From an optimization exercise on the open Yosys and OpenROAD flow, aimed at small area; shortcuts taken in it are not production practice. In this exercise RTL edits were held to simulation tests only and were not proved equivalent to the original. Power figures rest on the tool's default switching activity, not on a simulated workload.

### flow/config.mk
export PLATFORM = sky130hd
export DESIGN_NAME = uart_transceiver
export DESIGN_NICKNAME = uart_transceiver
export VERILOG_FILES = /design/flow/design.v
export SDC_FILE = /design/flow/constraint.sdc
export NUM_CORES = 4
export LEC_CHECK = 0
export CAP_MARGIN = 20
export CORE_MARGIN = 2
export CORE_UTILIZATION = 40
export PLACE_DENSITY = 0.6
export SLEW_MARGIN = 20
### flow/constraint.sdc
create_clock -name core_clock -period 20.0 [get_ports {clk}]
set_input_delay 4.0000 -clock core_clock [delete_from_list [all_inputs] [get_ports {clk}]]
set_output_delay 4.0000 -clock core_clock [all_outputs]
set_load 0.01 [all_outputs]
### flow/design.v
module BaudRateGenerator #(
    parameter CLOCK_FREQ = 50000000,     
    parameter BAUD_RATE  = 9600          
)(
    input wire clk,
    input wire rst,
    output reg baud_tick
);
    localparam integer BAUD_DIVISOR = CLOCK_FREQ / BAUD_RATE;
    reg [$clog2(BAUD_DIVISOR)-1:0] counter;
    always @(posedge clk or negedge rst) begin
        if (!rst) begin
            counter <= 0;
            baud_tick <= 0;
        end else begin
            if (counter == BAUD_DIVISOR - 1) begin
                counter <= 0;
                baud_tick <= 1;
            end else begin
                counter <= counter + 1;
                baud_tick <= 0;
            end
        end
    end
endmodule
module UartTransmitter #(
    parameter DATA_BITS = 8,        
    parameter STOP_BITS = 1,        
    parameter TIMEOUT_CYCLES = 10400   
)(
    input wire clk,                 
    input wire rst_n,               
	 input wire ENABLE_PARITY,
	 input wire PARITY_TYPE,
    input wire baud_tick,           
    input wire write,               
	 input wire read,
    input wire [DATA_BITS-1:0] in,  
    output reg busy,                
    output reg done,                
    output reg out,                 
	 output reg data_loaded,
    output reg tx_error             
);
localparam STATE_IDLE      = 3'b000;
localparam STATE_START_BIT = 3'b001;
localparam STATE_DATA      = 3'b010;
localparam STATE_PARITY    = 3'b011;
localparam STATE_STOP      = 3'b100;
reg [2:0] state;
reg [DATA_BITS-1:0] in_data;
reg [3:0] bit_index;   
reg [1:0] stop_bit_count;
reg parity_bit_to_send;
reg [$clog2(TIMEOUT_CYCLES+1)-1:0] timeout_counter;
reg [DATA_BITS-1:0] fifo [0:15];
reg [4:0] fifo_count;
reg [3:0] fifo_wr_ptr, fifo_rd_ptr;
reg fifo_read;  
wire fifo_empty = (fifo_count == 0);
wire fifo_full  = (fifo_count == 16);
wire parity_even = ^in_data;
wire parity_to_send = (PARITY_TYPE == 1) ? ~parity_even : parity_even;
always @(posedge clk or negedge rst_n) begin
    if (!rst_n) begin
        fifo_wr_ptr <= 0;
        fifo_rd_ptr <= 0;
        fifo_count  <= 0;
		  data_loaded <= 0;
    end else begin
	 data_loaded <= 0;
        case ({write && !fifo_full , fifo_read})
            2'b01: begin  
                fifo_rd_ptr <= (fifo_rd_ptr + 1) & 4'hF;
                fifo_count <= fifo_count - 1;
            end
            2'b10: begin  
                fifo[fifo_wr_ptr] <= in;
                fifo_wr_ptr <= (fifo_wr_ptr + 1) & 4'hF;
                fifo_count <= fifo_count + 1;
					 data_loaded <= 1;
            end
            2'b11: begin  
                fifo[fifo_wr_ptr] <= in;
                fifo_wr_ptr <= (fifo_wr_ptr + 1) & 4'hF;
                fifo_rd_ptr <= (fifo_rd_ptr + 1) & 4'hF;
					 data_loaded <= 1;
            end
        endcase
    end
end
always @(posedge clk or negedge rst_n) begin
    if (!rst_n) begin
        state <= STATE_IDLE;
        busy <= 0;
        done <= 0;
        out  <= 1;
        tx_error <= 0;
        stop_bit_count <= 0;
        bit_index <= 0;
        timeout_counter <= 0;
        in_data <= 0;
        parity_bit_to_send <= 0;
        fifo_read <= 0;
    end else begin
        fifo_read <= 0;
        done <= 0;
        if (state != STATE_IDLE) begin  
            if (baud_tick) begin
                timeout_counter <= 0;  
            end else if (timeout_counter < TIMEOUT_CYCLES) begin
                timeout_counter <= timeout_counter + 1;
            end else begin
                tx_error <= 1;
                state <= STATE_IDLE;
                busy <= 0;
                out <= 1;
                timeout_counter <= 0;
            end
        end else begin
            timeout_counter <= 0;
            tx_error <= 0;
        end
        if (baud_tick) begin
            case (state)
                STATE_IDLE: begin
                    if (!fifo_empty && !read) begin
                        in_data <= fifo[fifo_rd_ptr];
                        bit_index <= 0;
                        if (ENABLE_PARITY)
                            parity_bit_to_send <= (PARITY_TYPE == 1) ? 
                                                 ~(^fifo[fifo_rd_ptr]) : 
                                                 (^fifo[fifo_rd_ptr]);
                        fifo_read <= 1;
                        busy <= 1;
                        state <= STATE_START_BIT;
                        out <= 0;  
                    end else begin
                        out <= 1;  
                        busy <= 0;
                    end
                end
                STATE_START_BIT: begin
                    out <= 0;  
                    state <= STATE_DATA;
                end
                STATE_DATA: begin
                    out <= in_data[bit_index];
                    if (bit_index < DATA_BITS - 1) begin
                        bit_index <= bit_index + 1;
                    end else begin
                        if (ENABLE_PARITY) begin
                            state <= STATE_PARITY;
                        end else begin
                            state <= STATE_STOP;
                            stop_bit_count <= 0;
                        end
                    end
                end
                STATE_PARITY: begin
                    out <= parity_bit_to_send;
                    state <= STATE_STOP;
                    stop_bit_count <= 0;
                end
                STATE_STOP: begin
                    out <= 1;  
                    if (stop_bit_count < STOP_BITS - 1) begin
                        stop_bit_count <= stop_bit_count + 1;
                    end else begin
                        state <= STATE_IDLE;
                        busy <= 0;
                        done <= 1;
                        stop_bit_count <= 0;
                    end
                end
                default: begin
                    state <= STATE_IDLE;
                    out <= 1;
                    busy <= 0;
                end
            endcase
        end
    end
end
endmodule
module UartReceiver #(
    parameter DATA_BITS = 8,
    parameter FIFO_DEPTH = 16,
    parameter STOP_BITS = 1
)(
    input wire clk,
    input wire rst,
    input wire rx,
    input wire parity_enable,
    input wire parity_type,
    input wire baud_tick,
    input wire fifo_read,
    output reg [DATA_BITS-1:0] rx_data,
    output reg rx_data_ready,
    output reg parity_error,
    output reg framing_error,
    output reg [7:0] parity_error_count,
    output reg [7:0] framing_error_count,
    output reg fifo_empty,
    output reg fifo_full,
    output reg rx_overflow_error
);
parameter IDLE           = 3'b000;
parameter START_BIT      = 3'b001;
parameter DATA_BITS_STATE = 3'b010;
parameter PARITY_BIT     = 3'b011;
parameter STOP_BIT       = 3'b100;
reg [2:0] state;
reg [3:0] bit_index;
reg [DATA_BITS:0] shift_reg;  
reg [1:0] stop_bit_count;
reg calculated_parity;
reg data_valid;
reg [DATA_BITS-1:0] fifo [0:FIFO_DEPTH-1];
reg [$clog2(FIFO_DEPTH)-1:0] fifo_wr_ptr, fifo_rd_ptr;
reg [$clog2(FIFO_DEPTH):0] fifo_count;
wire [DATA_BITS-1:0] received_byte = shift_reg[DATA_BITS-1:0];
always @(posedge clk or posedge rst) begin
    if (rst) begin
        state <= IDLE;
        bit_index <= 0;
        shift_reg <= 0;
        parity_error <= 0;
        framing_error <= 0;
        parity_error_count <= 0;
        framing_error_count <= 0;
        stop_bit_count <= 0;
        data_valid <= 0;
        calculated_parity <= 0;
    end else begin
    data_valid <= 0;  
    if (baud_tick) begin
        parity_error <= 0;
        framing_error <= 0;
        case (state)
            IDLE: begin
                if (rx == 1'b0) begin
                    state <= START_BIT;
                end
            end
            START_BIT: begin
                if (rx == 1'b0) begin
                    bit_index <= 0;
                    shift_reg <= 0;
                    state <= DATA_BITS_STATE;
                end else begin
                    state <= IDLE;
                end
            end
            DATA_BITS_STATE: begin
                shift_reg[bit_index] <= rx;
                if (bit_index < DATA_BITS - 1) begin
                    bit_index <= bit_index + 1;
                end else begin
                    calculated_parity <= (^shift_reg[DATA_BITS-2:0]) ^ rx;
                    state <= parity_enable ? PARITY_BIT : STOP_BIT;
                end
            end
            PARITY_BIT: begin
                shift_reg[DATA_BITS] <= rx;
                if ((parity_type == 1'b0 && calculated_parity != rx) ||
                    (parity_type == 1'b1 && calculated_parity == rx)) begin
                    parity_error <= 1;
                    if (parity_error_count < 8'hFF)
                        parity_error_count <= parity_error_count + 1;
                end
                stop_bit_count <= 0;
                state <= STOP_BIT;
            end
            STOP_BIT: begin
                if (rx != 1'b1) begin
                    framing_error <= 1;
                    if (framing_error_count < 8'hFF)
                        framing_error_count <= framing_error_count + 1;
                    state <= IDLE;
                end else begin
                    if (stop_bit_count < STOP_BITS - 1) begin
                        stop_bit_count <= stop_bit_count + 1;
                    end else begin
                        if (!parity_error) begin
                            data_valid <= 1;
                        end
                        state <= IDLE;
                    end
                end
            end
            default: state <= IDLE;
        endcase
    end
    end
end
always @(posedge clk or posedge rst) begin
    if (rst) begin
        fifo_rd_ptr <= 0;
        fifo_wr_ptr <= 0;
        fifo_count <= 0;
        fifo_empty <= 1;
        fifo_full <= 0;
        rx_data_ready <= 0;
        rx_data <= 0;
        rx_overflow_error <= 0;
    end else begin
        rx_data_ready <= 0;
        rx_overflow_error <= 0;
        if (data_valid) begin
            if (!fifo_full) begin
                fifo[fifo_wr_ptr] <= received_byte;
                fifo_wr_ptr <= (fifo_wr_ptr + 1) % FIFO_DEPTH;
            end else begin
                rx_overflow_error <= 1;  
            end
        end
        if (fifo_read && !fifo_empty) begin
            rx_data <= fifo[fifo_rd_ptr];
            rx_data_ready <= 1;
            fifo_rd_ptr <= (fifo_rd_ptr + 1) % FIFO_DEPTH;
        end
        case ({data_valid && !fifo_full, fifo_read && !fifo_empty})
            2'b10: begin
                fifo_count <= fifo_count + 1;
                fifo_empty <= 0;
                if (fifo_count == FIFO_DEPTH - 1)
                    fifo_full <= 1;
            end
            2'b01: begin
                fifo_count <= fifo_count - 1;
                fifo_full <= 0;
                if (fifo_count == 1)
                    fifo_empty <= 1;
            end
            default: ;
        endcase
    end
end
endmodule
module uart_transceiver (
    input  wire       clk,
    input  wire       rst_n,
    input  wire [7:0] tx_data,
    input  wire       tx_write,
    input  wire       tx_hold,
    output wire       tx,
    output wire       tx_busy,
    output wire       tx_done,
    output wire       tx_data_loaded,
    output wire       tx_error,
    input  wire       parity_enable,
    input  wire       parity_type,
    input  wire       rx,
    input  wire       rx_fifo_read,
    output wire [7:0] rx_data,
    output wire       rx_data_ready,
    output wire       parity_error,
    output wire       framing_error,
    output wire [7:0] parity_error_count,
    output wire [7:0] framing_error_count,
    output wire       rx_fifo_empty,
    output wire       rx_fifo_full,
    output wire       rx_overflow_error
);
    localparam CLOCK_FREQ     = 50000000;
    localparam BAUD_RATE      = 115200;
    localparam TIMEOUT_CYCLES = 10400;
    wire baud_tick;
    BaudRateGenerator #(
        .CLOCK_FREQ(CLOCK_FREQ),
        .BAUD_RATE(BAUD_RATE)
    ) baud_gen (
        .clk(clk),
        .rst(rst_n),
        .baud_tick(baud_tick)
    );
    UartTransmitter #(
        .DATA_BITS(8),
        .STOP_BITS(1),
        .TIMEOUT_CYCLES(TIMEOUT_CYCLES)
    ) uart_tx (
        .clk(clk),
        .rst_n(rst_n),
        .ENABLE_PARITY(parity_enable),
        .PARITY_TYPE(parity_type),
        .baud_tick(baud_tick),
        .write(tx_write),
        .read(tx_hold),
        .in(tx_data),
        .busy(tx_busy),
        .done(tx_done),
        .out(tx),
        .data_loaded(tx_data_loaded),
        .tx_error(tx_error)
    );
    UartReceiver #(
        .DATA_BITS(8),
        .FIFO_DEPTH(16),
        .STOP_BITS(1)
    ) uart_rx (
        .clk(clk),
        .rst(~rst_n),
        .rx(rx),
        .parity_enable(parity_enable),
        .parity_type(parity_type),
        .baud_tick(baud_tick),
        .fifo_read(rx_fifo_read),
        .rx_data(rx_data),
        .rx_data_ready(rx_data_ready),
        .parity_error(parity_error),
        .framing_error(framing_error),
        .parity_error_count(parity_error_count),
        .framing_error_count(framing_error_count),
        .fifo_empty(rx_fifo_empty),
        .fifo_full(rx_fifo_full),
        .rx_overflow_error(rx_overflow_error)
    );
endmodule
### flow/run.sh
#!/bin/bash
# synth_recipe.tcl (not shown) runs the flow's synth.tcl, then flattens the netlist and writes it again
# the make line also repeats each setting of config.mk as NAME=value (left out here)
make -C /OpenROAD-flow-scripts/flow DESIGN_CONFIG=/design/flow/config.mk WORK_HOME=/design/flow/orfs CLKGATE_MAP_FILE= SYNTH_SCRIPT=/design/flow/synth_recipe.tcl finish
==> summary.md <==
| Metric | Value |
|---|---|
| Slack of the critical path | 13.96 ns |
| Post-CTS setup-driven buffer insertion count | 0 |
| Detail Placement HPWL | 22.6 mm |
| Core Footprint | 0.0388 mm^2 |
| Most common library cells after synthesis | edfxtp_1 (256), dfrtp_1 (117), nor2_1 (104) |
| Warnings, synthesis | 5 |
| Pin count of the biggest net entering global routing | 64 |
| Power Density | 107 mW/mm^2 |
| I/O pin total | 51 |
| Maximum clock skew at final layout | 0.0320 ns |
| Clock slew at the register clock pins of the worst setup and hold paths | 0.06 ns |
| Placed Instance Area | 0.0169 mm^2 |
| Diode count | 0 |
| Top-count cell post-synth | edfxtp_1 |
| Port Buf Inserts | 50 |
| Critical-path maximum fanout | 8 |
| Final design instance area without fill | 0.0182 mm^2 |
| Number of violations of the max-capacitance limit | 0 |
| Number of remaining DRC errors | 0 |
| GP Congestion | 0.841 |
| Reg-to-Reg End | uart_tx.parity_bit_to_send$_DFFE_PN0P_ |
| Hold Path Cell Cnt | 2 |
| Part of the total power dissipated in combinational logic | 0.150 |
| Unrepaired setup endpoints after global routing | no |
| Part of the power in the clock network | 0.386 |
| Number of buffers inserted during clock tree synthesis | 39 |
| Post-synth EDFFs | 256 |
| Req. time, crit path | 20.18 ns |
| Proportion of synthesized chip area in sequential cells | 0.674 |
| Layout cells sized above 1 | 0.0854 |
| Type of the worst min-delay path | flop to flop |
| Mean number of vias per cell | 5.49 |
| Element type at the critical path end | flop |
| TNS Setup | 0 ns |
| Yosys cell types | 66 |
| Worst Hold End | uart_tx.in_data[5]$_DFFE_PN0P_ |
| Area share of the largest cell type after synthesis | 0.486 |
| Synthesized Nets | 1240 |
| Total leakage power | 0.00682 uW |
| Crit Path Category | input port to flop |
| Via count | 9791 |
| Global-route usage over all layers | 0.179 |
| Post-Syn Area | 0.0158 mm^2 |
| Dominant synthesized flop cell | edfxtp_1 |
| Reg2Reg Setup Slack | 16.65 ns |
| Final-report max-slew violation count | 0 |
| Number of nets at the end of the flow | 1290 |
| Number of global-route vias before repair | 9879 |
| Wire length of the first global-routing pass | 57.2 mm |
| Startpoint kind of the worst setup timing path | input port |
| Clock tree buffer depth | 3 |
| Biggest regs | uart_rx.fifo: 128 flops, uart_tx.fifo: 128 flops, uart_tx.timeout_counter: 14 flops |
| HP Start | uart_tx.in_data[5]$_DFFE_PN0P_ |
| Met3 layer usage reported by global route | 0.0340 |
| Die footprint | 0.0412 mm^2 |
| Async set-or-reset flop fraction in the synthesized netlist | 0.317 |
| Clock tree from TritonCTS | built |
| First-pass iteration count of the detailed router | 5 |
| Endpoints failing hold | 0 |
| Clock latency of the later-clocked register in the worst-skew pair | 0.57 ns |
| Final global-route overflow total | 0 |
| Die Wd | 203 um |
| Start of the worst register-to-register path | uart_tx.fifo_rd_ptr[0]$_DFFE_PN0P_ |
| Final critical-path required period | 6.04 ns |
| Vertical die dimension | 203 um |
| Synth area leader | edfxtp_1 |
| Number of nets with antenna violations after routing | 0 |
| VDD IR-drop max | 0.0000832 V |
| Net switching fraction of the power | 0.266 |
| Gate count after technology mapping | 1184 |
| Number of cells on the worst reg-to-reg path | 11 |
| Row Count | 72 |
| Post-cts hold buffer count | 0 |
| Share of power burned in registers | 0.464 |
| Smallest hold slack | 0.475 ns |
| Number of antenna violations at the first check in global routing | 0 |
| Data arrival, critical path | 6.22 ns |
| Register bit total from synthesis | 375 |
| Detailed Route WL | 36.1 mm |
| Internal power component | 1430 uW |
| H-tree depth reported by CTS | 2 |
| Violation count after the first detailed-route iteration | 703 |
| Crit path launch | tx_write |
| Leading post-synthesis cells by cell area | edfxtp_1 (49%), dfrtp_1 (19%), ha_1 (3.1%) |
| Number of gates resized after cts | 0 |
| # setup viols final | 0 |
| CTS root buffer | clkbuf_16 |
| Met2 track utilization from global routing | 0.282 |
| Synth-to-layout area growth | 15.1% |
| Number of filler cells placed in the layout | 3432 |
| Relative slew slack | 0.298 |
| CTS sink count | 375 |
| Highest-utilization routing layer at the global route stage | met2 |
| Mean routed wirelength per cell | 20.2 um |
| Timing-limited maximum frequency | 0.165 GHz |
| Period utilisation layout | 0.302 |
| Worst slack, placed | 13.25 ns |
| Slew at the pin closest to its max-slew limit | 1.05 ns |
| Switching power | 517 uW |
| Syn avg cell area | 13.4 um^2 |
| Outcome | timing/DRC/antenna clean |
| M1 GR Usage | 0.249 |
| Initial core utilization | 0.407 |
final cells by class:
cell class / instances / area (um^2) / area share
inverter: 36 / 135 / 0.00742
clock buffer: 56 / 1110 / 0.0610
clock inverter: 16 / 224 / 0.0123
tap: 518 / 648 / 0.0356
sequential: 375 / 10700 / 0.586
multi-input combinational: 715 / 4790 / 0.263
timing repair buffer: 67 / 629 / 0.0346
placed cells by master (no fill, tap or decap), drive strengths merged, types with 4 or more instances in the layout:
cell type / n
or2: 4
bufinv: 5
nor3b: 4
buf: 18
clkdlybuf4s50: 49
o21ai: 66
xor2: 20
nor2: 104
clkinv: 9
nand2: 94
and2: 5
mux2i: 14
a32oi: 5
o31ai: 5
edfxtp: 256
nand2b: 8
a31oi: 13
a222oi: 19
mux2: 11
nand3: 36
nor3: 14
ha: 39
and3: 9
dfrtp: 117
mux4: 5
inv: 37
a211oi: 5
a22oi: 33
nor2b: 10
xnor2: 45
nand4: 15
o211ai: 5
a221oi: 16
a41oi: 6
clkbuf: 56
a21oi: 49
a22o: 17
power by group through the flow:
stage | clock (uW) | sequential (uW) | combinational [uW]
global placement | 0 | 917 | 292
floorplan | 0 | 910 | 189
detailed placement | 0 | 918 | 292
global route | 797 | 909 | 322
finish | 750 | 904 | 292
CTS | 766 | 902 | 293
through the flow:
stage | utilization | total power [uW] | instances
final | 0.469 | 1950 | 1783
after detailed placement | 0.434 | 1210 | 1711
after global placement | 0.434 | 1210 | 1711
after global routing | 0.469 | 2030 | 1783
after CTS | 0.468 | 1960 | 1783
after floorplan | - | 1100 | 1184
per-layer routing:
| layer | wire length [um] | part of all wire |
|---|---|---|
| met5 | 0 | 0 |
| met4 | 877 | 0.024 |
| met3 | 2250 | 0.062 |
| met2 | 16700 | 0.46 |
| met1 | 16200 | 0.45 |
worst max-delay path by stage:
stage,slack (ns),cells past startpoint,to
floorplan,14.07,7,uart_tx.fifo[1][0]$_DFFE_PP_
global placement,13.37,7,uart_tx.fifo[0][0]$_DFFE_PP_
detailed placement,13.25,7,uart_tx.fifo[0][6]$_DFFE_PP_
CTS,13.85,7,uart_tx.fifo[0][3]$_DFFE_PP_
global route,13.74,7,uart_tx.fifo[3][7]$_DFFE_PP_
finish,13.96,7,uart_tx.fifo[3][0]$_DFFE_PP_
cells by family after synthesis:
kind of cell,after synthesis,synth area share
AOI/OAI and AO/OA,267,0.117
xor gates and xnor gates,67,0.0389
adders and majority gates,40,0.0321
buffers and inverters,94,0.0243
DFF,375,0.674
muxes,30,0.0238
and+or+nand+nor,311,0.0893
worst max-delay path: stages:
cell             delay, ns
clkdlybuf4s50_1       0.45
and2_1                0.16
ha_1                  0.21
or2_2                 0.20
and2_1                0.20
nand2_1               0.19
nor3_1                0.81

-- re-timing with driven ports --
The flow's constraints put no driver on any port. The routed layout listed below was extracted and timed again, unchanged, in two steps.
Step 1 assumes that a clkbuf_16 drives the clock port and a buf_2 every other input.
Step 2, shift: input delay + t, output delay - t, t = (earliest + latest rising clock arrival at the registers) / 2. This alone moves slack from input paths to output paths.
a / b / c = ideal / step 1 / step 2; a / b = the first two.
shift t [ns]: 0.599
setup WS [ns]: 13.955 / 13.982 / 13.383
worst setup path at the end: input to register
latest minus earliest clock arrival (ns): 0.035 / 0.035
After both steps this run still meets setup and hold. The setup slack of this run moves by +0.027 ns with the drivers and by -0.572 ns with both steps.
